From an optimization exercise on the open Yosys and OpenROAD flow, aimed at small area and a short achievable clock period; shortcuts taken in it are not production practice.
Only simulation tests tie the RTL to the original design; equivalence was not proved.

<file path="flow/design.v">
module advanced_hybrid_controller_fixed (
    input wire clk,
    input wire rst_n,
    input wire start,
    output reg done,
    output reg tile_start,
    input wire tile_done,
    output reg imc_mode,
    output wire simultaneous_rows,
    output wire [63:0] row_mask,
    input wire [15:0] zero_ops_skipped,
    input wire [15:0] total_ops_executed,
    input wire [15:0] imc_energy_savings,
    input wire [7:0] computation_snr,
    output reg dram_cmd_valid,
    output wire [1:0] dram_cmd_type,
    output wire [15:0] dram_cmd_addr,
    output wire [15:0] dram_write_data,
    output wire dram_accumulate_en,
    output wire [3:0] dram_bank_activate,
    output wire dram_simultaneous_access,
    output reg [1:0] precision_mode,
    output wire sparsity_optimize_en,
    output reg adaptive_imc_en,
    output wire [7:0] system_efficiency,
    output reg [15:0] total_energy_saved,
    output reg snr_too_low
);
    localparam SNR_THRESHOLD_LOW = 40;
    localparam SNR_THRESHOLD_HIGH = 80;
    localparam [2:0] S_IDLE    = 3'b000,
                     S_LOAD    = 3'b001,
                     S_ANALYZE = 3'b011,
                     S_COMPUTE = 3'b010,
                     S_STORE   = 3'b110,
                     S_ADAPT   = 3'b111,
                     S_DONE    = 3'b101;
    reg [2:0] state;
    reg [3:0] cycle_count;
    reg [15:0] total_skipped;
    reg [15:0] total_executed;
    reg [6:0] average_snr;       
    reg start_prev;
    reg rows_hi, rows_lo;
    reg cmd_type0, bank_act, acc_en;
    reg [6:0] eff;
    assign simultaneous_rows = rows_hi;
    assign row_mask = {{32{rows_hi}}, {32{rows_lo}}};
    assign dram_cmd_type = {1'b0, cmd_type0};
    assign dram_cmd_addr = 16'd0;
    assign dram_write_data = 16'd0;
    assign dram_accumulate_en = acc_en;
    assign dram_simultaneous_access = acc_en;
    assign dram_bank_activate = {4{bank_act}};
    assign sparsity_optimize_en = 1'b1;
    wire in_compute = (state == S_COMPUTE);
    wire [15:0] div_a = in_compute ? zero_ops_skipped : total_skipped;
    wire [15:0] div_b = in_compute ? total_ops_executed : total_executed;
    wire div_nz = (|div_a) | (|div_b);
    wire [16:0] div_d;
    wire [23:0] div_rem;
    wire [2:0] div_qh;
    hic_div_a u_div_a (.a(div_a), .b(div_b), .d(div_d), .rem(div_rem), .qh(div_qh));
    reg [16:0] p_d;
    reg [20:2] p_rem;
    reg [2:0] p_qh;
    reg p_nz;
    always @(posedge clk) begin
        p_d <= div_d;
        p_rem <= div_rem[20:2];
        p_qh <= div_qh;
        p_nz <= div_nz;
    end
    wire [3:0] div_ql;
    hic_div_b u_div_b (.d(p_d), .rem({3'd0, p_rem, 2'b00}), .ql(div_ql));
    wire [6:0] q = {p_qh, div_ql};
    reg show_new;
    assign system_efficiency = {1'b0, show_new ? q : eff};
    wire ratio_gt60 = p_nz & (q > 7'd60);
    wire ratio_gt30 = p_nz & (q > 7'd30);
    wire [7:0] snr_sum = {1'b0, average_snr} + computation_snr;
    always @(posedge clk or negedge rst_n) begin
        if (!rst_n) begin
            state <= S_IDLE;
            done <= 0;
            precision_mode <= 2'b10;
            adaptive_imc_en <= 1;
            total_energy_saved <= 0;
            eff <= 0;
            show_new <= 0;
            cycle_count <= 0;
            total_skipped <= 0;
            total_executed <= 0;
            average_snr <= 100;
            snr_too_low <= 0;
            start_prev <= 0;
            tile_start <= 0;
            imc_mode <= 0;
            rows_hi <= 0;
            rows_lo <= 0;
            dram_cmd_valid <= 0;
            cmd_type0 <= 0;
            bank_act <= 0;
            acc_en <= 0;
        end else begin
            start_prev <= start;
            show_new <= in_compute & tile_done & div_nz;
            if (show_new) eff <= q;
            tile_start <= 0;
            dram_cmd_valid <= 0;
            done <= 0;
            case (state)
                S_IDLE: begin
                    cycle_count <= 0;
                    total_skipped <= 0;
                    total_executed <= 0;
                    average_snr <= 100;
                    if (start) state <= S_LOAD;
                end
                S_LOAD: begin
                    dram_cmd_valid <= 1;
                    cmd_type0 <= 0;
                    bank_act <= 1;
                    state <= S_ANALYZE;
                end
                S_ANALYZE: begin
                    if (adaptive_imc_en) begin
                        if (ratio_gt60 && average_snr > SNR_THRESHOLD_LOW) begin
                            imc_mode <= 1;
                            rows_hi <= 1;
                            rows_lo <= 1;
                        end else if (ratio_gt30 && average_snr > SNR_THRESHOLD_HIGH) begin
                            imc_mode <= 1;
                            rows_hi <= 0;
                            rows_lo <= 1;
                        end else begin
                            imc_mode <= 0;
                        end
                    end else begin
                        imc_mode <= 1;
                    end
                    tile_start <= 1;
                    state <= S_COMPUTE;
                end
                S_COMPUTE: begin
                    if (tile_done) begin
                        total_skipped <= total_skipped + zero_ops_skipped;
                        total_executed <= total_executed + total_ops_executed;
                        if (imc_mode) begin
                            total_energy_saved <= total_energy_saved + imc_energy_savings;
                            average_snr <= snr_sum[7:1];
                            snr_too_low <= (computation_snr < SNR_THRESHOLD_LOW);
                        end
                        state <= S_STORE;
                    end
                end
                S_STORE: begin
                    dram_cmd_valid <= 1;
                    cmd_type0 <= 1;
                    acc_en <= 1;
                    bank_act <= 1;
                    state <= S_ADAPT;
                end
                S_ADAPT: begin
                    if (snr_too_low) begin
                        if (precision_mode != 0)
                            precision_mode <= precision_mode - 1;
                        else
                            adaptive_imc_en <= 0;
                    end
                    if (cycle_count > 10) state <= S_DONE;
                    else state <= S_ANALYZE;
                    cycle_count <= cycle_count + 1;
                end
                S_DONE: begin
                    if (!start && start_prev) state <= S_IDLE;
                    else done <= 1;
                end
                default: state <= S_IDLE;
            endcase
        end
    end
endmodule
module hic_div_a (input wire [15:0] a, input wire [15:0] b,
                  output wire [16:0] d, output wire [23:0] rem,
                  output wire [2:0] qh);
    assign d = {1'b0, a} + {1'b0, b};
    wire [23:0] r7 = {8'd0, a} * 24'd100;
    wire [17:0] x6 = r7[23:6];
    wire [17:0] y6 = {1'b0, d};
    wire [17:0] g6 = x6 & ~y6;
    wire [17:0] p6 = ~(x6 ^ y6);
    wire G6_0_1 = g6[1] | (p6[1] & (g6[0] | p6[0]));
    wire G6_0_3 = g6[3] | (p6[3] & g6[2]);
    wire P6_0_3 = p6[3] & p6[2];
    wire G6_0_5 = g6[5] | (p6[5] & g6[4]);
    wire P6_0_5 = p6[5] & p6[4];
    wire G6_0_7 = g6[7] | (p6[7] & g6[6]);
    wire P6_0_7 = p6[7] & p6[6];
    wire G6_0_9 = g6[9] | (p6[9] & g6[8]);
    wire P6_0_9 = p6[9] & p6[8];
    wire G6_0_11 = g6[11] | (p6[11] & g6[10]);
    wire P6_0_11 = p6[11] & p6[10];
    wire G6_0_13 = g6[13] | (p6[13] & g6[12]);
    wire P6_0_13 = p6[13] & p6[12];
    wire G6_0_15 = g6[15] | (p6[15] & g6[14]);
    wire P6_0_15 = p6[15] & p6[14];
    wire G6_0_17 = g6[17] | (p6[17] & g6[16]);
    wire P6_0_17 = p6[17] & p6[16];
    wire G6_1_2 = g6[2] | (p6[2] & G6_0_1);
    wire G6_1_3 = G6_0_3 | (P6_0_3 & G6_0_1);
    wire G6_1_6 = g6[6] | (p6[6] & G6_0_5);
    wire P6_1_6 = p6[6] & P6_0_5;
    wire G6_1_7 = G6_0_7 | (P6_0_7 & G6_0_5);
    wire P6_1_7 = P6_0_7 & P6_0_5;
    wire G6_1_10 = g6[10] | (p6[10] & G6_0_9);
    wire P6_1_10 = p6[10] & P6_0_9;
    wire G6_1_11 = G6_0_11 | (P6_0_11 & G6_0_9);
    wire P6_1_11 = P6_0_11 & P6_0_9;
    wire G6_1_14 = g6[14] | (p6[14] & G6_0_13);
    wire P6_1_14 = p6[14] & P6_0_13;
    wire G6_1_15 = G6_0_15 | (P6_0_15 & G6_0_13);
    wire P6_1_15 = P6_0_15 & P6_0_13;
    wire G6_2_4 = g6[4] | (p6[4] & G6_1_3);
    wire G6_2_5 = G6_0_5 | (P6_0_5 & G6_1_3);
    wire G6_2_6 = G6_1_6 | (P6_1_6 & G6_1_3);
    wire G6_2_7 = G6_1_7 | (P6_1_7 & G6_1_3);
    wire G6_2_12 = g6[12] | (p6[12] & G6_1_11);
    wire P6_2_12 = p6[12] & P6_1_11;
    wire G6_2_13 = G6_0_13 | (P6_0_13 & G6_1_11);
    wire P6_2_13 = P6_0_13 & P6_1_11;
    wire G6_2_14 = G6_1_14 | (P6_1_14 & G6_1_11);
    wire P6_2_14 = P6_1_14 & P6_1_11;
    wire G6_2_15 = G6_1_15 | (P6_1_15 & G6_1_11);
    wire P6_2_15 = P6_1_15 & P6_1_11;
    wire G6_3_8 = g6[8] | (p6[8] & G6_2_7);
    wire G6_3_9 = G6_0_9 | (P6_0_9 & G6_2_7);
    wire G6_3_10 = G6_1_10 | (P6_1_10 & G6_2_7);
    wire G6_3_11 = G6_1_11 | (P6_1_11 & G6_2_7);
    wire G6_3_12 = G6_2_12 | (P6_2_12 & G6_2_7);
    wire G6_3_13 = G6_2_13 | (P6_2_13 & G6_2_7);
    wire G6_3_14 = G6_2_14 | (P6_2_14 & G6_2_7);
    wire G6_3_15 = G6_2_15 | (P6_2_15 & G6_2_7);
    wire G6_4_16 = g6[16] | (p6[16] & G6_3_15);
    wire G6_4_17 = G6_0_17 | (P6_0_17 & G6_3_15);
    wire [18:0] c6;
    assign c6[0] = 1'b1;
    assign c6[1] = (g6[0] | p6[0]);
    assign c6[2] = G6_0_1;
    assign c6[3] = G6_1_2;
    assign c6[4] = G6_1_3;
    assign c6[5] = G6_2_4;
    assign c6[6] = G6_2_5;
    assign c6[7] = G6_2_6;
    assign c6[8] = G6_2_7;
    assign c6[9] = G6_3_8;
    assign c6[10] = G6_3_9;
    assign c6[11] = G6_3_10;
    assign c6[12] = G6_3_11;
    assign c6[13] = G6_3_12;
    assign c6[14] = G6_3_13;
    assign c6[15] = G6_3_14;
    assign c6[16] = G6_3_15;
    assign c6[17] = G6_4_16;
    assign c6[18] = G6_4_17;
    assign qh[2] = c6[18];
    wire [17:0] s6 = p6 ^ c6[17:0];
    wire [23:0] r6 = {(qh[2] ? s6 : x6), r7[5:0]};
    wire [17:0] x5 = r6[22:5];
    wire [17:0] y5 = {1'b0, d};
    wire [17:0] g5 = x5 & ~y5;
    wire [17:0] p5 = ~(x5 ^ y5);
    wire G5_0_1 = g5[1] | (p5[1] & (g5[0] | p5[0]));
    wire G5_0_3 = g5[3] | (p5[3] & g5[2]);
    wire P5_0_3 = p5[3] & p5[2];
    wire G5_0_5 = g5[5] | (p5[5] & g5[4]);
    wire P5_0_5 = p5[5] & p5[4];
    wire G5_0_7 = g5[7] | (p5[7] & g5[6]);
    wire P5_0_7 = p5[7] & p5[6];
    wire G5_0_9 = g5[9] | (p5[9] & g5[8]);
    wire P5_0_9 = p5[9] & p5[8];
    wire G5_0_11 = g5[11] | (p5[11] & g5[10]);
    wire P5_0_11 = p5[11] & p5[10];
    wire G5_0_13 = g5[13] | (p5[13] & g5[12]);
    wire P5_0_13 = p5[13] & p5[12];
    wire G5_0_15 = g5[15] | (p5[15] & g5[14]);
    wire P5_0_15 = p5[15] & p5[14];
    wire G5_0_17 = g5[17] | (p5[17] & g5[16]);
    wire P5_0_17 = p5[17] & p5[16];
    wire G5_1_2 = g5[2] | (p5[2] & G5_0_1);
    wire G5_1_3 = G5_0_3 | (P5_0_3 & G5_0_1);
    wire G5_1_6 = g5[6] | (p5[6] & G5_0_5);
    wire P5_1_6 = p5[6] & P5_0_5;
    wire G5_1_7 = G5_0_7 | (P5_0_7 & G5_0_5);
    wire P5_1_7 = P5_0_7 & P5_0_5;
    wire G5_1_10 = g5[10] | (p5[10] & G5_0_9);
    wire P5_1_10 = p5[10] & P5_0_9;
    wire G5_1_11 = G5_0_11 | (P5_0_11 & G5_0_9);
    wire P5_1_11 = P5_0_11 & P5_0_9;
    wire G5_1_14 = g5[14] | (p5[14] & G5_0_13);
    wire P5_1_14 = p5[14] & P5_0_13;
    wire G5_1_15 = G5_0_15 | (P5_0_15 & G5_0_13);
    wire P5_1_15 = P5_0_15 & P5_0_13;
    wire G5_2_4 = g5[4] | (p5[4] & G5_1_3);
    wire G5_2_5 = G5_0_5 | (P5_0_5 & G5_1_3);
    wire G5_2_6 = G5_1_6 | (P5_1_6 & G5_1_3);
    wire G5_2_7 = G5_1_7 | (P5_1_7 & G5_1_3);
    wire G5_2_12 = g5[12] | (p5[12] & G5_1_11);
    wire P5_2_12 = p5[12] & P5_1_11;
    wire G5_2_13 = G5_0_13 | (P5_0_13 & G5_1_11);
    wire P5_2_13 = P5_0_13 & P5_1_11;
    wire G5_2_14 = G5_1_14 | (P5_1_14 & G5_1_11);
    wire P5_2_14 = P5_1_14 & P5_1_11;
    wire G5_2_15 = G5_1_15 | (P5_1_15 & G5_1_11);
    wire P5_2_15 = P5_1_15 & P5_1_11;
    wire G5_3_8 = g5[8] | (p5[8] & G5_2_7);
    wire G5_3_9 = G5_0_9 | (P5_0_9 & G5_2_7);
    wire G5_3_10 = G5_1_10 | (P5_1_10 & G5_2_7);
    wire G5_3_11 = G5_1_11 | (P5_1_11 & G5_2_7);
    wire G5_3_12 = G5_2_12 | (P5_2_12 & G5_2_7);
    wire G5_3_13 = G5_2_13 | (P5_2_13 & G5_2_7);
    wire G5_3_14 = G5_2_14 | (P5_2_14 & G5_2_7);
    wire G5_3_15 = G5_2_15 | (P5_2_15 & G5_2_7);
    wire G5_4_16 = g5[16] | (p5[16] & G5_3_15);
    wire G5_4_17 = G5_0_17 | (P5_0_17 & G5_3_15);
    wire [18:0] c5;
    assign c5[0] = 1'b1;
    assign c5[1] = (g5[0] | p5[0]);
    assign c5[2] = G5_0_1;
    assign c5[3] = G5_1_2;
    assign c5[4] = G5_1_3;
    assign c5[5] = G5_2_4;
    assign c5[6] = G5_2_5;
    assign c5[7] = G5_2_6;
    assign c5[8] = G5_2_7;
    assign c5[9] = G5_3_8;
    assign c5[10] = G5_3_9;
    assign c5[11] = G5_3_10;
    assign c5[12] = G5_3_11;
    assign c5[13] = G5_3_12;
    assign c5[14] = G5_3_13;
    assign c5[15] = G5_3_14;
    assign c5[16] = G5_3_15;
    assign c5[17] = G5_4_16;
    assign c5[18] = G5_4_17;
    assign qh[1] = c5[18];
    wire [17:0] s5 = p5 ^ c5[17:0];
    wire [23:0] r5 = {r6[23:23], (qh[1] ? s5 : x5), r6[4:0]};
    wire [17:0] x4 = r5[21:4];
    wire [17:0] y4 = {1'b0, d};
    wire [17:0] g4 = x4 & ~y4;
    wire [17:0] p4 = ~(x4 ^ y4);
    wire G4_0_1 = g4[1] | (p4[1] & (g4[0] | p4[0]));
    wire G4_0_3 = g4[3] | (p4[3] & g4[2]);
    wire P4_0_3 = p4[3] & p4[2];
    wire G4_0_5 = g4[5] | (p4[5] & g4[4]);
    wire P4_0_5 = p4[5] & p4[4];
    wire G4_0_7 = g4[7] | (p4[7] & g4[6]);
    wire P4_0_7 = p4[7] & p4[6];
    wire G4_0_9 = g4[9] | (p4[9] & g4[8]);
    wire P4_0_9 = p4[9] & p4[8];
    wire G4_0_11 = g4[11] | (p4[11] & g4[10]);
    wire P4_0_11 = p4[11] & p4[10];
    wire G4_0_13 = g4[13] | (p4[13] & g4[12]);
    wire P4_0_13 = p4[13] & p4[12];
    wire G4_0_15 = g4[15] | (p4[15] & g4[14]);
    wire P4_0_15 = p4[15] & p4[14];
    wire G4_0_17 = g4[17] | (p4[17] & g4[16]);
    wire P4_0_17 = p4[17] & p4[16];
    wire G4_1_2 = g4[2] | (p4[2] & G4_0_1);
    wire G4_1_3 = G4_0_3 | (P4_0_3 & G4_0_1);
    wire G4_1_6 = g4[6] | (p4[6] & G4_0_5);
    wire P4_1_6 = p4[6] & P4_0_5;
    wire G4_1_7 = G4_0_7 | (P4_0_7 & G4_0_5);
    wire P4_1_7 = P4_0_7 & P4_0_5;
    wire G4_1_10 = g4[10] | (p4[10] & G4_0_9);
    wire P4_1_10 = p4[10] & P4_0_9;
    wire G4_1_11 = G4_0_11 | (P4_0_11 & G4_0_9);
    wire P4_1_11 = P4_0_11 & P4_0_9;
    wire G4_1_14 = g4[14] | (p4[14] & G4_0_13);
    wire P4_1_14 = p4[14] & P4_0_13;
    wire G4_1_15 = G4_0_15 | (P4_0_15 & G4_0_13);
    wire P4_1_15 = P4_0_15 & P4_0_13;
    wire G4_2_4 = g4[4] | (p4[4] & G4_1_3);
    wire G4_2_5 = G4_0_5 | (P4_0_5 & G4_1_3);
    wire G4_2_6 = G4_1_6 | (P4_1_6 & G4_1_3);
    wire G4_2_7 = G4_1_7 | (P4_1_7 & G4_1_3);
    wire G4_2_12 = g4[12] | (p4[12] & G4_1_11);
    wire P4_2_12 = p4[12] & P4_1_11;
    wire G4_2_13 = G4_0_13 | (P4_0_13 & G4_1_11);
    wire P4_2_13 = P4_0_13 & P4_1_11;
    wire G4_2_14 = G4_1_14 | (P4_1_14 & G4_1_11);
    wire P4_2_14 = P4_1_14 & P4_1_11;
    wire G4_2_15 = G4_1_15 | (P4_1_15 & G4_1_11);
    wire P4_2_15 = P4_1_15 & P4_1_11;
    wire G4_3_8 = g4[8] | (p4[8] & G4_2_7);
    wire G4_3_9 = G4_0_9 | (P4_0_9 & G4_2_7);
    wire G4_3_10 = G4_1_10 | (P4_1_10 & G4_2_7);
    wire G4_3_11 = G4_1_11 | (P4_1_11 & G4_2_7);
    wire G4_3_12 = G4_2_12 | (P4_2_12 & G4_2_7);
    wire G4_3_13 = G4_2_13 | (P4_2_13 & G4_2_7);
    wire G4_3_14 = G4_2_14 | (P4_2_14 & G4_2_7);
    wire G4_3_15 = G4_2_15 | (P4_2_15 & G4_2_7);
    wire G4_4_16 = g4[16] | (p4[16] & G4_3_15);
    wire G4_4_17 = G4_0_17 | (P4_0_17 & G4_3_15);
    wire [18:0] c4;
    assign c4[0] = 1'b1;
    assign c4[1] = (g4[0] | p4[0]);
    assign c4[2] = G4_0_1;
    assign c4[3] = G4_1_2;
    assign c4[4] = G4_1_3;
    assign c4[5] = G4_2_4;
    assign c4[6] = G4_2_5;
    assign c4[7] = G4_2_6;
    assign c4[8] = G4_2_7;
    assign c4[9] = G4_3_8;
    assign c4[10] = G4_3_9;
    assign c4[11] = G4_3_10;
    assign c4[12] = G4_3_11;
    assign c4[13] = G4_3_12;
    assign c4[14] = G4_3_13;
    assign c4[15] = G4_3_14;
    assign c4[16] = G4_3_15;
    assign c4[17] = G4_4_16;
    assign c4[18] = G4_4_17;
    assign qh[0] = c4[18];
    wire [17:0] s4 = p4 ^ c4[17:0];
    wire [23:0] r4 = {r5[23:22], (qh[0] ? s4 : x4), r5[3:0]};
    assign rem = r4;
endmodule
module hic_div_b (input wire [16:0] d, input wire [23:0] rem,
                  output wire [3:0] ql);
    wire [23:0] r4 = rem;
    wire [17:0] x3 = r4[20:3];
    wire [17:0] y3 = {1'b0, d};
    wire [17:0] g3 = x3 & ~y3;
    wire [17:0] p3 = ~(x3 ^ y3);
    wire G3_0_1 = g3[1] | (p3[1] & (g3[0] | p3[0]));
    wire G3_0_3 = g3[3] | (p3[3] & g3[2]);
    wire P3_0_3 = p3[3] & p3[2];
    wire G3_0_5 = g3[5] | (p3[5] & g3[4]);
    wire P3_0_5 = p3[5] & p3[4];
    wire G3_0_7 = g3[7] | (p3[7] & g3[6]);
    wire P3_0_7 = p3[7] & p3[6];
    wire G3_0_9 = g3[9] | (p3[9] & g3[8]);
    wire P3_0_9 = p3[9] & p3[8];
    wire G3_0_11 = g3[11] | (p3[11] & g3[10]);
    wire P3_0_11 = p3[11] & p3[10];
    wire G3_0_13 = g3[13] | (p3[13] & g3[12]);
    wire P3_0_13 = p3[13] & p3[12];
    wire G3_0_15 = g3[15] | (p3[15] & g3[14]);
    wire P3_0_15 = p3[15] & p3[14];
    wire G3_0_17 = g3[17] | (p3[17] & g3[16]);
    wire P3_0_17 = p3[17] & p3[16];
    wire G3_1_2 = g3[2] | (p3[2] & G3_0_1);
    wire G3_1_3 = G3_0_3 | (P3_0_3 & G3_0_1);
    wire G3_1_6 = g3[6] | (p3[6] & G3_0_5);
    wire P3_1_6 = p3[6] & P3_0_5;
    wire G3_1_7 = G3_0_7 | (P3_0_7 & G3_0_5);
    wire P3_1_7 = P3_0_7 & P3_0_5;
    wire G3_1_10 = g3[10] | (p3[10] & G3_0_9);
    wire P3_1_10 = p3[10] & P3_0_9;
    wire G3_1_11 = G3_0_11 | (P3_0_11 & G3_0_9);
    wire P3_1_11 = P3_0_11 & P3_0_9;
    wire G3_1_14 = g3[14] | (p3[14] & G3_0_13);
    wire P3_1_14 = p3[14] & P3_0_13;
    wire G3_1_15 = G3_0_15 | (P3_0_15 & G3_0_13);
    wire P3_1_15 = P3_0_15 & P3_0_13;
    wire G3_2_4 = g3[4] | (p3[4] & G3_1_3);
    wire G3_2_5 = G3_0_5 | (P3_0_5 & G3_1_3);
    wire G3_2_6 = G3_1_6 | (P3_1_6 & G3_1_3);
    wire G3_2_7 = G3_1_7 | (P3_1_7 & G3_1_3);
    wire G3_2_12 = g3[12] | (p3[12] & G3_1_11);
    wire P3_2_12 = p3[12] & P3_1_11;
    wire G3_2_13 = G3_0_13 | (P3_0_13 & G3_1_11);
    wire P3_2_13 = P3_0_13 & P3_1_11;
    wire G3_2_14 = G3_1_14 | (P3_1_14 & G3_1_11);
    wire P3_2_14 = P3_1_14 & P3_1_11;
    wire G3_2_15 = G3_1_15 | (P3_1_15 & G3_1_11);
    wire P3_2_15 = P3_1_15 & P3_1_11;
    wire G3_3_8 = g3[8] | (p3[8] & G3_2_7);
    wire G3_3_9 = G3_0_9 | (P3_0_9 & G3_2_7);
    wire G3_3_10 = G3_1_10 | (P3_1_10 & G3_2_7);
    wire G3_3_11 = G3_1_11 | (P3_1_11 & G3_2_7);
    wire G3_3_12 = G3_2_12 | (P3_2_12 & G3_2_7);
    wire G3_3_13 = G3_2_13 | (P3_2_13 & G3_2_7);
    wire G3_3_14 = G3_2_14 | (P3_2_14 & G3_2_7);
    wire G3_3_15 = G3_2_15 | (P3_2_15 & G3_2_7);
    wire G3_4_16 = g3[16] | (p3[16] & G3_3_15);
    wire G3_4_17 = G3_0_17 | (P3_0_17 & G3_3_15);
    wire [18:0] c3;
    assign c3[0] = 1'b1;
    assign c3[1] = (g3[0] | p3[0]);
    assign c3[2] = G3_0_1;
    assign c3[3] = G3_1_2;
    assign c3[4] = G3_1_3;
    assign c3[5] = G3_2_4;
    assign c3[6] = G3_2_5;
    assign c3[7] = G3_2_6;
    assign c3[8] = G3_2_7;
    assign c3[9] = G3_3_8;
    assign c3[10] = G3_3_9;
    assign c3[11] = G3_3_10;
    assign c3[12] = G3_3_11;
    assign c3[13] = G3_3_12;
    assign c3[14] = G3_3_13;
    assign c3[15] = G3_3_14;
    assign c3[16] = G3_3_15;
    assign c3[17] = G3_4_16;
    assign c3[18] = G3_4_17;
    assign ql[3] = c3[18];
    wire [17:0] s3 = p3 ^ c3[17:0];
    wire [23:0] r3 = {r4[23:21], (ql[3] ? s3 : x3), r4[2:0]};
    wire [17:0] x2 = r3[19:2];
    wire [17:0] y2 = {1'b0, d};
    wire [17:0] g2 = x2 & ~y2;
    wire [17:0] p2 = ~(x2 ^ y2);
    wire G2_0_1 = g2[1] | (p2[1] & (g2[0] | p2[0]));
    wire G2_0_3 = g2[3] | (p2[3] & g2[2]);
    wire P2_0_3 = p2[3] & p2[2];
    wire G2_0_5 = g2[5] | (p2[5] & g2[4]);
    wire P2_0_5 = p2[5] & p2[4];
    wire G2_0_7 = g2[7] | (p2[7] & g2[6]);
    wire P2_0_7 = p2[7] & p2[6];
    wire G2_0_9 = g2[9] | (p2[9] & g2[8]);
    wire P2_0_9 = p2[9] & p2[8];
    wire G2_0_11 = g2[11] | (p2[11] & g2[10]);
    wire P2_0_11 = p2[11] & p2[10];
    wire G2_0_13 = g2[13] | (p2[13] & g2[12]);
    wire P2_0_13 = p2[13] & p2[12];
    wire G2_0_15 = g2[15] | (p2[15] & g2[14]);
    wire P2_0_15 = p2[15] & p2[14];
    wire G2_0_17 = g2[17] | (p2[17] & g2[16]);
    wire P2_0_17 = p2[17] & p2[16];
    wire G2_1_2 = g2[2] | (p2[2] & G2_0_1);
    wire G2_1_3 = G2_0_3 | (P2_0_3 & G2_0_1);
    wire G2_1_6 = g2[6] | (p2[6] & G2_0_5);
    wire P2_1_6 = p2[6] & P2_0_5;
    wire G2_1_7 = G2_0_7 | (P2_0_7 & G2_0_5);
    wire P2_1_7 = P2_0_7 & P2_0_5;
    wire G2_1_10 = g2[10] | (p2[10] & G2_0_9);
    wire P2_1_10 = p2[10] & P2_0_9;
    wire G2_1_11 = G2_0_11 | (P2_0_11 & G2_0_9);
    wire P2_1_11 = P2_0_11 & P2_0_9;
    wire G2_1_14 = g2[14] | (p2[14] & G2_0_13);
    wire P2_1_14 = p2[14] & P2_0_13;
    wire G2_1_15 = G2_0_15 | (P2_0_15 & G2_0_13);
    wire P2_1_15 = P2_0_15 & P2_0_13;
    wire G2_2_4 = g2[4] | (p2[4] & G2_1_3);
    wire G2_2_5 = G2_0_5 | (P2_0_5 & G2_1_3);
    wire G2_2_6 = G2_1_6 | (P2_1_6 & G2_1_3);
    wire G2_2_7 = G2_1_7 | (P2_1_7 & G2_1_3);
    wire G2_2_12 = g2[12] | (p2[12] & G2_1_11);
    wire P2_2_12 = p2[12] & P2_1_11;
    wire G2_2_13 = G2_0_13 | (P2_0_13 & G2_1_11);
    wire P2_2_13 = P2_0_13 & P2_1_11;
    wire G2_2_14 = G2_1_14 | (P2_1_14 & G2_1_11);
    wire P2_2_14 = P2_1_14 & P2_1_11;
    wire G2_2_15 = G2_1_15 | (P2_1_15 & G2_1_11);
    wire P2_2_15 = P2_1_15 & P2_1_11;
    wire G2_3_8 = g2[8] | (p2[8] & G2_2_7);
    wire G2_3_9 = G2_0_9 | (P2_0_9 & G2_2_7);
    wire G2_3_10 = G2_1_10 | (P2_1_10 & G2_2_7);
    wire G2_3_11 = G2_1_11 | (P2_1_11 & G2_2_7);
    wire G2_3_12 = G2_2_12 | (P2_2_12 & G2_2_7);
    wire G2_3_13 = G2_2_13 | (P2_2_13 & G2_2_7);
    wire G2_3_14 = G2_2_14 | (P2_2_14 & G2_2_7);
    wire G2_3_15 = G2_2_15 | (P2_2_15 & G2_2_7);
    wire G2_4_16 = g2[16] | (p2[16] & G2_3_15);
    wire G2_4_17 = G2_0_17 | (P2_0_17 & G2_3_15);
    wire [18:0] c2;
    assign c2[0] = 1'b1;
    assign c2[1] = (g2[0] | p2[0]);
    assign c2[2] = G2_0_1;
    assign c2[3] = G2_1_2;
    assign c2[4] = G2_1_3;
    assign c2[5] = G2_2_4;
    assign c2[6] = G2_2_5;
    assign c2[7] = G2_2_6;
    assign c2[8] = G2_2_7;
    assign c2[9] = G2_3_8;
    assign c2[10] = G2_3_9;
    assign c2[11] = G2_3_10;
    assign c2[12] = G2_3_11;
    assign c2[13] = G2_3_12;
    assign c2[14] = G2_3_13;
    assign c2[15] = G2_3_14;
    assign c2[16] = G2_3_15;
    assign c2[17] = G2_4_16;
    assign c2[18] = G2_4_17;
    assign ql[2] = c2[18];
    wire [17:0] s2 = p2 ^ c2[17:0];
    wire [23:0] r2 = {r3[23:20], (ql[2] ? s2 : x2), r3[1:0]};
    wire [17:0] x1 = r2[18:1];
    wire [17:0] y1 = {1'b0, d};
    wire [17:0] g1 = x1 & ~y1;
    wire [17:0] p1 = ~(x1 ^ y1);
    wire G1_0_1 = g1[1] | (p1[1] & (g1[0] | p1[0]));
    wire G1_0_3 = g1[3] | (p1[3] & g1[2]);
    wire P1_0_3 = p1[3] & p1[2];
    wire G1_0_5 = g1[5] | (p1[5] & g1[4]);
    wire P1_0_5 = p1[5] & p1[4];
    wire G1_0_7 = g1[7] | (p1[7] & g1[6]);
    wire P1_0_7 = p1[7] & p1[6];
    wire G1_0_9 = g1[9] | (p1[9] & g1[8]);
    wire P1_0_9 = p1[9] & p1[8];
    wire G1_0_11 = g1[11] | (p1[11] & g1[10]);
    wire P1_0_11 = p1[11] & p1[10];
    wire G1_0_13 = g1[13] | (p1[13] & g1[12]);
    wire P1_0_13 = p1[13] & p1[12];
    wire G1_0_15 = g1[15] | (p1[15] & g1[14]);
    wire P1_0_15 = p1[15] & p1[14];
    wire G1_0_17 = g1[17] | (p1[17] & g1[16]);
    wire P1_0_17 = p1[17] & p1[16];
    wire G1_1_2 = g1[2] | (p1[2] & G1_0_1);
    wire G1_1_3 = G1_0_3 | (P1_0_3 & G1_0_1);
    wire G1_1_6 = g1[6] | (p1[6] & G1_0_5);
    wire P1_1_6 = p1[6] & P1_0_5;
    wire G1_1_7 = G1_0_7 | (P1_0_7 & G1_0_5);
    wire P1_1_7 = P1_0_7 & P1_0_5;
    wire G1_1_10 = g1[10] | (p1[10] & G1_0_9);
    wire P1_1_10 = p1[10] & P1_0_9;
    wire G1_1_11 = G1_0_11 | (P1_0_11 & G1_0_9);
    wire P1_1_11 = P1_0_11 & P1_0_9;
    wire G1_1_14 = g1[14] | (p1[14] & G1_0_13);
    wire P1_1_14 = p1[14] & P1_0_13;
    wire G1_1_15 = G1_0_15 | (P1_0_15 & G1_0_13);
    wire P1_1_15 = P1_0_15 & P1_0_13;
    wire G1_2_4 = g1[4] | (p1[4] & G1_1_3);
    wire G1_2_5 = G1_0_5 | (P1_0_5 & G1_1_3);
    wire G1_2_6 = G1_1_6 | (P1_1_6 & G1_1_3);
    wire G1_2_7 = G1_1_7 | (P1_1_7 & G1_1_3);
    wire G1_2_12 = g1[12] | (p1[12] & G1_1_11);
    wire P1_2_12 = p1[12] & P1_1_11;
    wire G1_2_13 = G1_0_13 | (P1_0_13 & G1_1_11);
    wire P1_2_13 = P1_0_13 & P1_1_11;
    wire G1_2_14 = G1_1_14 | (P1_1_14 & G1_1_11);
    wire P1_2_14 = P1_1_14 & P1_1_11;
    wire G1_2_15 = G1_1_15 | (P1_1_15 & G1_1_11);
    wire P1_2_15 = P1_1_15 & P1_1_11;
    wire G1_3_8 = g1[8] | (p1[8] & G1_2_7);
    wire G1_3_9 = G1_0_9 | (P1_0_9 & G1_2_7);
    wire G1_3_10 = G1_1_10 | (P1_1_10 & G1_2_7);
    wire G1_3_11 = G1_1_11 | (P1_1_11 & G1_2_7);
    wire G1_3_12 = G1_2_12 | (P1_2_12 & G1_2_7);
    wire G1_3_13 = G1_2_13 | (P1_2_13 & G1_2_7);
    wire G1_3_14 = G1_2_14 | (P1_2_14 & G1_2_7);
    wire G1_3_15 = G1_2_15 | (P1_2_15 & G1_2_7);
    wire G1_4_16 = g1[16] | (p1[16] & G1_3_15);
    wire G1_4_17 = G1_0_17 | (P1_0_17 & G1_3_15);
    wire [18:0] c1;
    assign c1[0] = 1'b1;
    assign c1[1] = (g1[0] | p1[0]);
    assign c1[2] = G1_0_1;
    assign c1[3] = G1_1_2;
    assign c1[4] = G1_1_3;
    assign c1[5] = G1_2_4;
    assign c1[6] = G1_2_5;
    assign c1[7] = G1_2_6;
    assign c1[8] = G1_2_7;
    assign c1[9] = G1_3_8;
    assign c1[10] = G1_3_9;
    assign c1[11] = G1_3_10;
    assign c1[12] = G1_3_11;
    assign c1[13] = G1_3_12;
    assign c1[14] = G1_3_13;
    assign c1[15] = G1_3_14;
    assign c1[16] = G1_3_15;
    assign c1[17] = G1_4_16;
    assign c1[18] = G1_4_17;
    assign ql[1] = c1[18];
    wire [17:0] s1 = p1 ^ c1[17:0];
    wire [23:0] r1 = {r2[23:19], (ql[1] ? s1 : x1), r2[0:0]};
    wire [17:0] x0 = r1[17:0];
    wire [17:0] y0 = {1'b0, d};
    wire [17:0] g0 = x0 & ~y0;
    wire [17:0] p0 = ~(x0 ^ y0);
    wire G0_0_1 = g0[1] | (p0[1] & (g0[0] | p0[0]));
    wire G0_0_3 = g0[3] | (p0[3] & g0[2]);
    wire P0_0_3 = p0[3] & p0[2];
    wire G0_0_5 = g0[5] | (p0[5] & g0[4]);
    wire P0_0_5 = p0[5] & p0[4];
    wire G0_0_7 = g0[7] | (p0[7] & g0[6]);
    wire P0_0_7 = p0[7] & p0[6];
    wire G0_0_9 = g0[9] | (p0[9] & g0[8]);
    wire P0_0_9 = p0[9] & p0[8];
    wire G0_0_11 = g0[11] | (p0[11] & g0[10]);
    wire P0_0_11 = p0[11] & p0[10];
    wire G0_0_13 = g0[13] | (p0[13] & g0[12]);
    wire P0_0_13 = p0[13] & p0[12];
    wire G0_0_15 = g0[15] | (p0[15] & g0[14]);
    wire P0_0_15 = p0[15] & p0[14];
    wire G0_0_17 = g0[17] | (p0[17] & g0[16]);
    wire P0_0_17 = p0[17] & p0[16];
    wire G0_1_2 = g0[2] | (p0[2] & G0_0_1);
    wire G0_1_3 = G0_0_3 | (P0_0_3 & G0_0_1);
    wire G0_1_6 = g0[6] | (p0[6] & G0_0_5);
    wire P0_1_6 = p0[6] & P0_0_5;
    wire G0_1_7 = G0_0_7 | (P0_0_7 & G0_0_5);
    wire P0_1_7 = P0_0_7 & P0_0_5;
    wire G0_1_10 = g0[10] | (p0[10] & G0_0_9);
    wire P0_1_10 = p0[10] & P0_0_9;
    wire G0_1_11 = G0_0_11 | (P0_0_11 & G0_0_9);
    wire P0_1_11 = P0_0_11 & P0_0_9;
    wire G0_1_14 = g0[14] | (p0[14] & G0_0_13);
    wire P0_1_14 = p0[14] & P0_0_13;
    wire G0_1_15 = G0_0_15 | (P0_0_15 & G0_0_13);
    wire P0_1_15 = P0_0_15 & P0_0_13;
    wire G0_2_4 = g0[4] | (p0[4] & G0_1_3);
    wire G0_2_5 = G0_0_5 | (P0_0_5 & G0_1_3);
    wire G0_2_6 = G0_1_6 | (P0_1_6 & G0_1_3);
    wire G0_2_7 = G0_1_7 | (P0_1_7 & G0_1_3);
    wire G0_2_12 = g0[12] | (p0[12] & G0_1_11);
    wire P0_2_12 = p0[12] & P0_1_11;
    wire G0_2_13 = G0_0_13 | (P0_0_13 & G0_1_11);
    wire P0_2_13 = P0_0_13 & P0_1_11;
    wire G0_2_14 = G0_1_14 | (P0_1_14 & G0_1_11);
    wire P0_2_14 = P0_1_14 & P0_1_11;
    wire G0_2_15 = G0_1_15 | (P0_1_15 & G0_1_11);
    wire P0_2_15 = P0_1_15 & P0_1_11;
    wire G0_3_8 = g0[8] | (p0[8] & G0_2_7);
    wire G0_3_9 = G0_0_9 | (P0_0_9 & G0_2_7);
    wire G0_3_10 = G0_1_10 | (P0_1_10 & G0_2_7);
    wire G0_3_11 = G0_1_11 | (P0_1_11 & G0_2_7);
    wire G0_3_12 = G0_2_12 | (P0_2_12 & G0_2_7);
    wire G0_3_13 = G0_2_13 | (P0_2_13 & G0_2_7);
    wire G0_3_14 = G0_2_14 | (P0_2_14 & G0_2_7);
    wire G0_3_15 = G0_2_15 | (P0_2_15 & G0_2_7);
    wire G0_4_16 = g0[16] | (p0[16] & G0_3_15);
    wire G0_4_17 = G0_0_17 | (P0_0_17 & G0_3_15);
    wire [18:0] c0;
    assign c0[0] = 1'b1;
    assign c0[1] = (g0[0] | p0[0]);
    assign c0[2] = G0_0_1;
    assign c0[3] = G0_1_2;
    assign c0[4] = G0_1_3;
    assign c0[5] = G0_2_4;
    assign c0[6] = G0_2_5;
    assign c0[7] = G0_2_6;
    assign c0[8] = G0_2_7;
    assign c0[9] = G0_3_8;
    assign c0[10] = G0_3_9;
    assign c0[11] = G0_3_10;
    assign c0[12] = G0_3_11;
    assign c0[13] = G0_3_12;
    assign c0[14] = G0_3_13;
    assign c0[15] = G0_3_14;
    assign c0[16] = G0_3_15;
    assign c0[17] = G0_4_16;
    assign c0[18] = G0_4_17;
    assign ql[0] = c0[18];
endmodule
</file>
<file path="flow/constraint.sdc">
create_clock -name core_clock -period 130.0 [get_ports {clk}]
set_input_delay 26.0000 -clock core_clock [delete_from_list [all_inputs] [get_ports {clk}]]
set_output_delay 26.0000 -clock core_clock [all_outputs]
set_load 0.01 [all_outputs]
</file>
<file path="flow/run.sh">
#!/bin/bash
# synth_recipe.tcl (not shown) runs the flow's synth.tcl, then flattens the netlist and writes it again
# the make line also repeats each setting of config.mk as NAME=value (left out here)
make -C /OpenROAD-flow-scripts/flow DESIGN_CONFIG=/design/flow/config.mk WORK_HOME=/design/flow/orfs CLKGATE_MAP_FILE= SYNTH_SCRIPT=/design/flow/synth_recipe.tcl finish
</file>
<file path="flow/config.mk">
export PLATFORM = sky130hd
export DESIGN_NAME = advanced_hybrid_controller_fixed
export DESIGN_NICKNAME = advanced_hybrid_controller_fixed
export VERILOG_FILES = /design/flow/design.v
export SDC_FILE = /design/flow/constraint.sdc
export NUM_CORES = 4
export LEC_CHECK = 0
export ABC_AREA = 1
export CAP_MARGIN = 20
export CORE_MARGIN = 2
export CORE_UTILIZATION = 65
export SLEW_MARGIN = 20
</file>
==> results.yml, run 1 <==
sta:
  finalClockSkew_ps: 15.59
  setup_viol: 0
  worstMarginPinSlew_ps: 1047
  layout_min_cycle_time_ps: 37650
  fin_crit_sh_pct: 28.96
  tns_ps: 0
  rsz0062_at_grt: "false"
  drv_slew: 0
  final_hold_viol_count: 0
  fmax_mhz: 26.56
  maxSlewHeadroom_pct: 30.14
  hold_ws_ps: 468.6
synthesis:
  synth_edf_count: 0
  synth_cells: 2074
  synthFlopType: "dfrtp_1"
  ys_types: 63
  yosysWarnings: 1
  syn_area_um2: 15010
  ys_ff_latch: 124
  avgSynthCellArea_um2: 7.237
  ys_seq_area_share_pct: 19.38
  async_flop_share_pct: 67.74
grt:
  grt_pass1_vias: 12740
  grt_usage_pct: 30.07
  gr-total-overflow: 0
  grt_pass1_wl_mm: 59.56
  antenna_found_initial: 0
  grt_max_degree: 67
setup_path:
  crit_slowest_cell: "fa_1"
  worstSetupStartpointType: "input port"
  crit_buf_inv: 9
  endpoint_kind: "register"
  path_delay_family: "compound AO/OA/AOI/OAI gates"
  crit_path_max_incr_delay_ps: 690
  critical_path_class: "input port to register"
  crit_fanout: 30
  worstPathRequired_ps: 130330
  arrival_ps: 37970
detailed_routing:
  drcViolationCount: 0
  via_per_inst: 5.448
  final_antenna_net_count: 0
  drt_pass1_iterations: 5
  vias: 13350
  routedWlPerCell_um: 14.54
  drt_iter0_markers: 795
  drt-total-wl_mm: 35.64
finish:
  final_cell_mix: "nand2_1, inv_1, ha_1"
  ff_latch_area_um2: 2909
  n_antenna_cell: 0
  multi_input_area_um2: 10020
  syn_to_final_growth_pct: 11.65
  nFillCells: 1812
  drive_above_1_share_pct: 4.017
  nNetsFinal: 2495
  final_common_cell: "nand2_1"
clocking:
  cts_setup_buffers: 0
  hold_buffers: 0
  ctsResizeCount: 0
  htreeDepth: 4
  path_clk_slew_ps: 50
  cts_tree: "done"
  cts_max_path_buffers: 2
  clock_latency_ps: 420
  cts-root-buf: "clkbuf_16"
  clock-sinks: 124
  cts-buffers-inserted: 17
outcome:
  status: "timing/DRC/antenna clean"
floorplanning:
  die_x_um: 156.0
  num_rows: 55
  die_y_um: 156.0
  ioPinCount: 198
  start_util_pct: 66.29
  coreArea_um2: 22640
  die_area_um2: 24320
job:
  max_cap_viol_count: 0
placed_design:
  dp_hpwl_mm: 28.90
  portBuffers: 162
  globalplace.congestion: 0.9152
worst_hold_path:
  hold_class: "register to register"
-- cells in the mapped netlist, drive strengths merged, types with 3 or more instances --
cell,n,share of area (%)
a31oi,10,0.56
a22o,4,0.23
o2111ai,4,0.23
xor2,63,3.7
and2,3,0.13
o31ai,7,0.38
nor3,22,0.73
clkbuf,24,0.60
nand2,451,11
o22ai,18,0.79
a21oi,136,4.7
buf,115,5.8
ha,241,20
nand3b,3,0.15
dfrtp,79,13
or2,17,0.71
inv,330,8.3
o21ai,199,6.7
dfxtp,40,5.3
xnor2,34,2.0
o32ai,3,0.18
dfstp,5,0.88
fa,41,5.5
nand4,8,0.33
a21o,11,0.55
o21bai,18,0.90
nor4,5,0.21
nand3,56,2.0
a211oi,7,0.38
nor2,102,2.6
-- tightest hold or removal path: stages, from the launching register on --
cell and delay [ps]:
dfrtp_1 320, nand2_1 50, nand2_1 60
-- kinds of logic after synthesis --
family | synth area share [%]
and+or+nand+nor | 18.32
buffers and inverters | 14.70
AOI/OAI and AO/OA | 16.26
adders and majority gates | 25.56
DFF | 19.38
xor gates and xnor gates | 5.660
other | 0.05004
muxes | 0.06669
-- final timing paths --
kind,from,endpoint,slack [ps],depth (start not counted)
max,zero_ops_skipped[1],p_rem[15]$_DFF_P_,92350,55
min,eff[4]$_DFF_PN0_,eff[4]$_DFF_PN0_,470,2
max reg2reg,state[2]$_DFFE_PN0P_,p_rem[15]$_DFF_P_,117080,58
min reg2reg,eff[4]$_DFF_PN0_,eff[4]$_DFF_PN0_,470,2
max in group asynchronous,rst_n,eff[1]$_DFF_PN0_,103400,2
min in group asynchronous,rst_n,total_executed[11]$_DFFE_PN0P_,25450,1
-- metrics by stage --
stage	area (µm²)	setup WS [ps]	util (%)	std cells
floorplan	15130	94440	-	2107
global placement	16180	92390	71.48	2419
detailed placement	16180	91960	71.48	2419
CTS	16760	92380	74.02	2451
global route	16760	91170	74.02	2451
finish	16760	92350	74.02	2451
-- metal layers --
layer | share of wire, % | global-route usage (%) | wire length, µm
met5 | 0 | 0 | 0
met4 | 3.8 | 11.84 | 1338
met3 | 5.4 | 3.750 | 1925
met2 | 47 | 52.70 | 16820
met1 | 44 | 37.72 | 15560
-- registers in the layout, summed over array words and instances, names as in the netlist, 2 cells and up --
signal	count
p_rem	19
p_d	17
total_energy_saved	16
total_executed	16
total_skipped	16
average_snr	7
eff	7
cycle_count	4
p_qh	3
state	3
precision_mode	2
-- cell type report --
class                      instances  area share, %
clock buffer                      19          2.643
sequential                       124          17.36
inverter                         332          7.451
timing repair buffer             166          9.840
clock inverter                    13         0.7839
tap                              285          2.128
multi-input combinational       1512          59.80
==> run 2: changes to the inputs <==
--- a/flow/design.v
+++ b/flow/design.v
@@ -61,7 +61,7 @@
     wire [23:0] div_rem;
-    wire [2:0] div_qh;
+    wire [3:0] div_qh;
     hic_div_a u_div_a (.a(div_a), .b(div_b), .d(div_d), .rem(div_rem), .qh(div_qh));
     reg [16:0] p_d;
-    reg [20:2] p_rem;
-    reg [2:0] p_qh;
+    reg [19:2] p_rem;
+    reg [3:0] p_qh;
     reg p_nz;
@@ -69,3 +69,3 @@
         p_d <= div_d;
-        p_rem <= div_rem[20:2];
+        p_rem <= div_rem[19:2];
         p_qh <= div_qh;
@@ -73,4 +73,4 @@
     end
-    wire [3:0] div_ql;
-    hic_div_b u_div_b (.d(p_d), .rem({3'd0, p_rem, 2'b00}), .ql(div_ql));
+    wire [2:0] div_ql;
+    hic_div_b u_div_b (.d(p_d), .rem({4'd0, p_rem, 2'b00}), .ql(div_ql));
     wire [6:0] q = {p_qh, div_ql};
@@ -185,3 +185,3 @@
                   output wire [16:0] d, output wire [23:0] rem,
-                  output wire [2:0] qh);
+                  output wire [3:0] qh);
     assign d = {1'b0, a} + {1'b0, b};
@@ -265,5 +265,5 @@
     assign c6[18] = G6_4_17;
-    assign qh[2] = c6[18];
+    assign qh[3] = c6[18];
     wire [17:0] s6 = p6 ^ c6[17:0];
-    wire [23:0] r6 = {(qh[2] ? s6 : x6), r7[5:0]};
+    wire [23:0] r6 = {(qh[3] ? s6 : x6), r7[5:0]};
     wire [17:0] x5 = r6[22:5];
@@ -345,5 +345,5 @@
     assign c5[18] = G5_4_17;
-    assign qh[1] = c5[18];
+    assign qh[2] = c5[18];
     wire [17:0] s5 = p5 ^ c5[17:0];
-    wire [23:0] r5 = {r6[23:23], (qh[1] ? s5 : x5), r6[4:0]};
+    wire [23:0] r5 = {r6[23:23], (qh[2] ? s5 : x5), r6[4:0]};
     wire [17:0] x4 = r5[21:4];
@@ -425,10 +425,5 @@
     assign c4[18] = G4_4_17;
-    assign qh[0] = c4[18];
+    assign qh[1] = c4[18];
     wire [17:0] s4 = p4 ^ c4[17:0];
-    wire [23:0] r4 = {r5[23:22], (qh[0] ? s4 : x4), r5[3:0]};
-    assign rem = r4;
-endmodule
-module hic_div_b (input wire [16:0] d, input wire [23:0] rem,
-                  output wire [3:0] ql);
-    wire [23:0] r4 = rem;
+    wire [23:0] r4 = {r5[23:22], (qh[1] ? s4 : x4), r5[3:0]};
     wire [17:0] x3 = r4[20:3];
@@ -510,5 +505,10 @@
     assign c3[18] = G3_4_17;
-    assign ql[3] = c3[18];
+    assign qh[0] = c3[18];
     wire [17:0] s3 = p3 ^ c3[17:0];
-    wire [23:0] r3 = {r4[23:21], (ql[3] ? s3 : x3), r4[2:0]};
+    wire [23:0] r3 = {r4[23:21], (qh[0] ? s3 : x3), r4[2:0]};
+    assign rem = r3;
+endmodule
+module hic_div_b (input wire [16:0] d, input wire [23:0] rem,
+                  output wire [2:0] ql);
+    wire [23:0] r3 = rem;
     wire [17:0] x2 = r3[19:2];
==> run 2 against run 1 <==
Net effect:
- worst setup slack worse by 1700 ps
- largest cell class unchanged
- final cell count is 0.86% lower
- hold slack worse by 11 ps
- critical path type unchanged
- global-route usage increased by 0.44 points
- core utilization grew 0.14 points
- still clean on timing, DRC and antenna
- critical path depth up 15
- synthesized cell count shrank 1.2%
- clock skew decreased by 0.80 ps
- first-iteration DRC count fell by 12%
- design area increased by 0.19%
- clock-buffer cell count rose by 2
==> results.yml, run 2 <==
outcome:
  status: "timing/DRC/antenna clean"
detailed_routing:
  routedWlPerCell_um: 15.06
  drcViolationCount: 0
  via_per_inst: 5.450
  final_antenna_net_count: 0
  drt_iter0_markers: 703
  drt-total-wl_mm: 36.60
  vias: 13240
  drt_pass1_iterations: 5
grt:
  antenna_found_initial: 0
  grt_pass1_vias: 12630
  grt_usage_pct: 30.51
  grt_max_degree: 66
  grt_pass1_wl_mm: 59.90
  gr-total-overflow: 0
synthesis:
  async_flop_share_pct: 67.74
  yosysTopAreaCell: "ha_1"
  ys_ff_latch: 124
  synth_edf_count: 0
  synth_cells: 2050
  yosysWarnings: 1
  synthFlopType: "dfrtp_1"
  synthTopCellsByArea: "ha_1, dfrtp_1, nand2_1"
  avgSynthCellArea_um2: 7.324
  ys_seq_area_share_pct: 19.38
  synth.top_cell.area_share_pct: 19.17
  syn_area_um2: 15010
  ys_types: 67
  yosys-top-cells-count: "nand2_1, inv_1, ha_1"
  yosysMostFrequentCell: "nand2_1"
worst_hold_path:
  hold_class: "register to register"
  hold_depth: 2
sta:
  layout_setup_ws_ps: 90640
  drv_slew: 0
  hold_ws_ps: 457.8
  fin_crit_sh_pct: 30.28
  layout_min_cycle_time_ps: 39360
  tns_ps: 0
  maxSlewHeadroom_pct: 37.79
  final_hold_viol_count: 0
  fmax_mhz: 25.41
  setup_viol: 0
  finalClockSkew_ps: 14.79
  rsz0062_at_grt: "false"
  worstMarginPinSlew_ps: 923.4
finish:
  syn_to_final_growth_pct: 11.83
  drive_above_1_share_pct: 5.408
  largest_reg_flops: 18
  largest-register: "p_rem"
  design_area_um2: 16790
  final_common_cell: "nand2_1"
  nNetsFinal: 2462
  nFillCells: 1772
  final_cell_mix: "nand2_1, inv_1, ha_1"
  ff_latch_area_um2: 2909
  multi_input_area_um2: 10070
  n_antenna_cell: 0
  reg_top3: "p_rem: 18 flops, p_d: 17 flops"
clocking:
  cts-buffers-inserted: 17
  cts_tree: "done"
  clock-sinks: 124
  ctsResizeCount: 0
  cts-root-buf: "clkbuf_16"
  cts_setup_buffers: 0
  hold_buffers: 0
  cts_max_path_buffers: 2
  htreeDepth: 4
  clock_latency_ps: 430
  path_clk_slew_ps: 60
floorplanning:
  num_rows: 55
  die_y_um: 156.0
  die_area_um2: 24330
  die_x_um: 156.0
  ioPinCount: 198
  start_util_pct: 66.32
  coreArea_um2: 22640
setup_path:
  crit_fanout: 27
  worstSetupStartpointType: "input port"
  cpMostUsedCell: "nand2_1"
  endpoint_kind: "register"
  r2r_cells: 70
  worstPathRequired_ps: 130350
  critical_path_class: "input port to register"
  crit_path_max_incr_delay_ps: 730
  arrival_ps: 39710
  crit_slowest_cell: "o21ai_0"
placed_design:
  globalplace.congestion: 0.9064
  placed_cell_area_um2: 16190
  dpl_worst_slack_ps: 90340
  portBuffers: 162
  dp_hpwl_mm: 29.81
job:
  max_cap_viol_count: 0
==> run 2: final timing paths <==
path / from / end / slack (ps)
worst max-delay path: zero_ops_skipped[1] / p_rem[5]$_DFF_P_ / 90640
worst min-delay path: adaptive_imc_en$_DFFE_PN1P_ / adaptive_imc_en$_DFFE_PN1P_ / 460
worst max register to register: state[2]$_DFFE_PN0P_ / p_rem[5]$_DFF_P_ / 115350
worst min register to register: adaptive_imc_en$_DFFE_PN1P_ / adaptive_imc_en$_DFFE_PN1P_ / 460
max in group asynchronous: rst_n / total_executed[11]$_DFFE_PN0P_ / 103410
min in group asynchronous: rst_n / total_energy_saved[10]$_DFFE_PN0P_ / 25440
==> run 2: metrics by stage <==
stage,cells,utilization [%]
4_1_cts,2430,74.16
3_5_place_dp,2398,71.53
3_3_place_gp,2398,71.53
5_1_grt,2430,74.16
2_1_floorplan,2083,-
6_report,2430,74.16
==> run 2: critical path, delay by kind of cell <==
family	cells	cell delay [ps]
buffers and inverters	7	1750
XOR/XNOR	1	270
AO/OA/AOI/OAI	25	4780
adder cells (fa/ha/maj)	9	3480
AND/OR/NAND/NOR	28	3420
==> run 2: logic make-up after synthesis <==
family / Yosys count / synth area share [%]
multiplexers: 4 / 0.2833
adder cells (fa/ha/maj): 270 / 24.50
flip-flops: 124 / 19.38
AND/OR/NAND/NOR: 660 / 18.27
other: 2 / 0.05002
XOR/XNOR: 107 / 6.242
buffers and inverters: 453 / 14.38
AO/OA/AOI/OAI: 430 / 16.90
==> run 2: area by class of cell <==
| cell class | count | area share [%] |
|---|---|---|
| multi-input combinational | 1506 | 59.99 |
| sequential | 124 | 17.32 |
| timing repair buffer | 169 | 9.955 |
| inverter | 314 | 7.049 |
| clock buffer | 21 | 2.683 |
| tap | 285 | 2.124 |
| clock inverter | 11 | 0.8718 |
==> run 2: routing by layer <==
| layer | share of wire (%) | GRT usage [%] |
|---|---|---|
| met1 | 44 | 38.23 |
| met4 | 3.3 | 11.40 |
| met2 | 48 | 54.07 |
| met3 | 5.1 | 3.444 |
| met5 | 0 | 0 |

[what the ideal ports hide]
No port has a modelled driver above. Below, the same layouts with a new extraction and two added sets of constraints.
Step 1 assumes that a clkbuf_16 drives the clock port and a buf_2 every other input.
Step 2, shift: input delay + t, output delay - t, t = (earliest + latest rising clock arrival at the registers) / 2. This alone moves slack from input paths to output paths.
Slacks: ideal ports / drivers / drivers and shift; pairs: ideal ports / drivers.
| run | shift t [ns] | setup WS [ns] | worst hold slack (ns) | worst setup path after step 2 | worst register clock-pin slew, ns |
|---|---|---|---|---|---|
| run 1 | 0.465 | 92.353 / 92.345 / 91.880 | 0.469 / 0.469 / 0.469 | input to register | 0.07 / 0.07 |
| run 2 | 0.467 | 90.638 / 90.663 / 90.196 | 0.458 / 0.458 / 0.458 | input to register | 0.06 / 0.06 |
After both steps setup and hold are still met in every run listed. The setup slack of run 1, which loses most, moves by -0.008 ns with the drivers and by -0.473 ns with both steps.
